Context: an optimization exercise on an open-source flow, tuned for small area and a short achievable clock period. The choices shown serve that exercise and are no tape-out recipe. Where RTL was checked, it was by simulation tests only, not by an equivalence proof against the original.

run 1:
Design fir_3tap, start of the top module:
module fir_3tap (input clk,
                 input [7:0] Xin,
                 input [7:0] H0,
                 input [7:0] H1,
                 input [7:0] H2,
                 output reg [15:0] Yout);
Size: ~56 flip-flops, roughly 0.0065 sq mm of cells after synthesis.
Settings: LEC_CHECK=0, CAP_MARGIN=20, CORE_MARGIN=2, CORE_UTILIZATION=55, CTS_BUF_LIST=sky130_fd_sc_hd__clkbuf_8, SLEW_MARGIN=20, SYNTH_HIERARCHICAL=1, SYNTH_MINIMUM_KEEP_SIZE=0, TNS_END_PERCENT=0; clock period 12.5 ns.
standard.sh (not shown) runs the stock make flow with config.mk's settings and CLKGATE_MAP_FILE= SYNTH_SCRIPT=/design/flow/synth_recipe.tcl, a recipe that flattens the netlist after the stock synthesis.
==> flow/flow/run.sh <==
#!/bin/bash
# The standard layout (standard.sh), with two changes to how it is made:
# - ports are buffered with buf_1 instead of the default delay buffer;
# - repair_timing aims for 6.6 ns of setup slack instead of 0.
set -euo pipefail
export SETUP_SLACK_MARGIN=6.6
export BUFFER_PORTS_ARGS="-buffer_cell sky130_fd_sc_hd__buf_1"
bash standard.sh > standard.log 2>&1
### run 1 -> run 2
diff --git a/flow/flow/run.sh b/flow/flow/run.sh
--- a/flow/flow/run.sh
+++ b/flow/flow/run.sh
@@ -4 +4 @@
-# - repair_timing aims for 6.6 ns of setup slack instead of 0.
+# - repair_timing aims for 7.1 ns of setup slack instead of 0.
@@ -6 +6 @@
-export SETUP_SLACK_MARGIN=6.6
+export SETUP_SLACK_MARGIN=7.1
Results
- Sequential share of layout area (higher): run 1
- Run 2 — share of the clock period used by the worst path after layout 1.5 points lower, run 1 as reference
- The final reports for run 2 and run 1 show count of non-CTS buffers in the layout higher in the former.
- Between run 1 and run 2, global-route usage is lower for run 1, run 2 comes in above that.
- Going from run 1 to run 2, post-synthesis to final-layout area growth higher.
Function was not checked in any run of this note: the RTL went through the layout flow alone.

---

job 9144:
fir_3tap, a different RTL version from the one above (not shown whole).
Size in the first run: about 48 flip-flops, about 6500 um2 of cells after synthesis.
// fir_3tap
module fir_3tap (input clk,
                 input [7:0] Xin,
                 input [7:0] H0,
                 input [7:0] H1,
                 input [7:0] H2,
                 output reg [15:0] Yout);
==> flow/config.mk <==
export PLATFORM = sky130hd
export DESIGN_NAME = fir_3tap
export DESIGN_NICKNAME = fir_3tap
export VERILOG_FILES = /design/flow/design.v
export SDC_FILE = /design/flow/constraint.sdc
export NUM_CORES = 4
export LEC_CHECK = 0
export CAP_MARGIN = 20
export CORE_MARGIN = 2
export CORE_UTILIZATION = 65
export CTS_BUF_LIST = sky130_fd_sc_hd__clkbuf_8
export SLEW_MARGIN = 20
export SYNTH_HIERARCHICAL = 1
export SYNTH_MINIMUM_KEEP_SIZE = 0
export TNS_END_PERCENT = 20
==> flow/constraint.sdc <==
create_clock -name core_clock -period 12.5 [get_ports {clk}]
set_input_delay 2.5000 -clock core_clock [delete_from_list [all_inputs] [get_ports {clk}]]
set_output_delay 2.5000 -clock core_clock [all_outputs]
set_load 0.01 [all_outputs]
==> flow/flow/run.sh <==
#!/bin/bash
# The standard layout (standard.sh), with two changes to how it is made:
# - ports are buffered with buf_1 instead of the default delay buffer;
# - repair_timing aims for 6.8 ns of setup slack instead of 0.
set -euo pipefail
export SETUP_SLACK_MARGIN=6.8
export BUFFER_PORTS_ARGS="-buffer_cell sky130_fd_sc_hd__buf_1"
bash standard.sh > standard.log 2>&1
Changes in job 9954 relative to job 9144:
Settings: swapping 20 for 0 in TNS_END_PERCENT.
==> flow/flow/run.sh <==
#!/bin/bash
# The standard layout (standard.sh), with two changes to how it is made:
# - ports are buffered with buf_1 instead of the default delay buffer;
# - repair_timing aims for 7.0 ns of setup slack instead of 0.
set -euo pipefail
export SETUP_SLACK_MARGIN=7.0
export BUFFER_PORTS_ARGS="-buffer_cell sky130_fd_sc_hd__buf_1"
bash standard.sh > standard.log 2>&1
[summary]
Going from job 9144 to job 9954, average routed wire per standard cell higher, total length of routed met2 wires increased about 14%.
Between job 9954 and job 9144, it is job 9954 whose slew of the pin with the lowest slew margin is lower, by 86 ps.
Xin[2] as the startpoint of the worst setup timing path was reported by job 9144, and Xin[3] by job 9954.
Final period utilization came out lower on job 9954 than on job 9144.

---

## tundra
Another version of the RTL of fir_3tap (not shown whole).
For scale: ~720 cells after synthesis, ~48 flip-flops, roughly 49 I/O pins, about 6600 um^2 of cells after synthesis.
==> flow/config.mk <==
export PLATFORM = sky130hd
export DESIGN_NAME = fir_3tap
export DESIGN_NICKNAME = fir_3tap
export VERILOG_FILES = /design/flow/design.v
export SDC_FILE = /design/flow/constraint.sdc
export NUM_CORES = 4
export LEC_CHECK = 0
export CAP_MARGIN = 20
export CORE_MARGIN = 2
export CORE_UTILIZATION = 40
export SLEW_MARGIN = 20
export SYNTH_HIERARCHICAL = 1
export SYNTH_MINIMUM_KEEP_SIZE = 0
==> flow/constraint.sdc <==
create_clock -name core_clock -period 12.5 [get_ports {clk}]
set_input_delay 2.5000 -clock core_clock [delete_from_list [all_inputs] [get_ports {clk}]]
set_output_delay 2.5000 -clock core_clock [all_outputs]
set_load 0.01 [all_outputs]
==> flow/flow/run.sh <==
#!/bin/bash
# The standard layout (standard.sh), with two changes to how it is made:
# - ports are buffered with buf_1 instead of the default delay buffer;
# - repair_timing aims for 6.3 ns of setup slack instead of 0.
set -euo pipefail
export SETUP_SLACK_MARGIN=6.3
export BUFFER_PORTS_ARGS="-buffer_cell sky130_fd_sc_hd__buf_1"
bash standard.sh > standard.log 2>&1
tundra went all the way through synthesis, placement and routing and the layout is clean on timing, DRC and antenna.
Edits applied to the flow inputs when going from tundra to ember:
-- flow/flow/run.sh --
<<< tundra, line 4
# - repair_timing aims for 6.3 ns of setup slack instead of 0.
>>> ember, line 4
# - repair_timing aims for 5 ns of setup slack instead of 0.
<<< tundra, line 6
export SETUP_SLACK_MARGIN=6.3
>>> ember, line 6
export SETUP_SLACK_MARGIN=5
Notes after the runs:
ember: PASS, flow complete, no timing, DRC or antenna violations. ember vs. tundra: quantity of I/O buffers inserted on ports closely matched the old numbers, via count of the first global-routing pass neither gained nor lost much, final design utilization barely changed, total number of vias about even. As far as count of boundary I/O pins goes, ember and tundra are indistinguishable; the numbers are identical.
Function was not checked in any run of this note: the RTL went through the layout flow alone.

[afterwards: timing with drivers on the ports]
Ports are ideal in the flow. The routed layouts listed here were re-timed in OpenROAD. Step 1 sets driving cells, clkbuf_16 on the clock port and buf_2 on the other inputs (assumed; they add their load-dependent delay and slew). Step 2 adds t to the input delays and takes it off the output delays; t is the mean of the earliest and latest rising clock arrival at the registers after step 1. Input paths then give back, and output paths get back, about the clock's delay inside the block. a / b / c = ideal / step 1 / step 2; a / b = the first two.
run | t (ns) | slack for setup (ns) | worst hold slack (ns) | worst setup path after step 2
run 1 | 0.360 | 6.826 / 6.795 / 6.434 | 0.512 / 0.512 / 0.512 | input to register
run 2 | 0.366 | 7.014 / 7.028 / 6.662 | 0.529 / 0.529 / 0.529 | input to register
job 9144 | 0.342 | 6.906 / 6.916 / 6.574 | 0.456 / 0.456 / 0.456 | input to register
job 9954 | 0.336 | 7.089 / 7.084 / 6.748 | 0.453 / 0.453 / 0.453 | input to register
tundra | 0.322 | 6.653 / 6.669 / 6.348 | 0.452 / 0.452 / 0.452 | input to register
ember | 0.322 | 6.653 / 6.669 / 6.348 | 0.452 / 0.452 / 0.452 | input to register
After both steps every run listed still meets setup and hold. The setup slack of run 1, which loses most, moves by -0.031 ns with the drivers and by -0.392 ns with both steps.
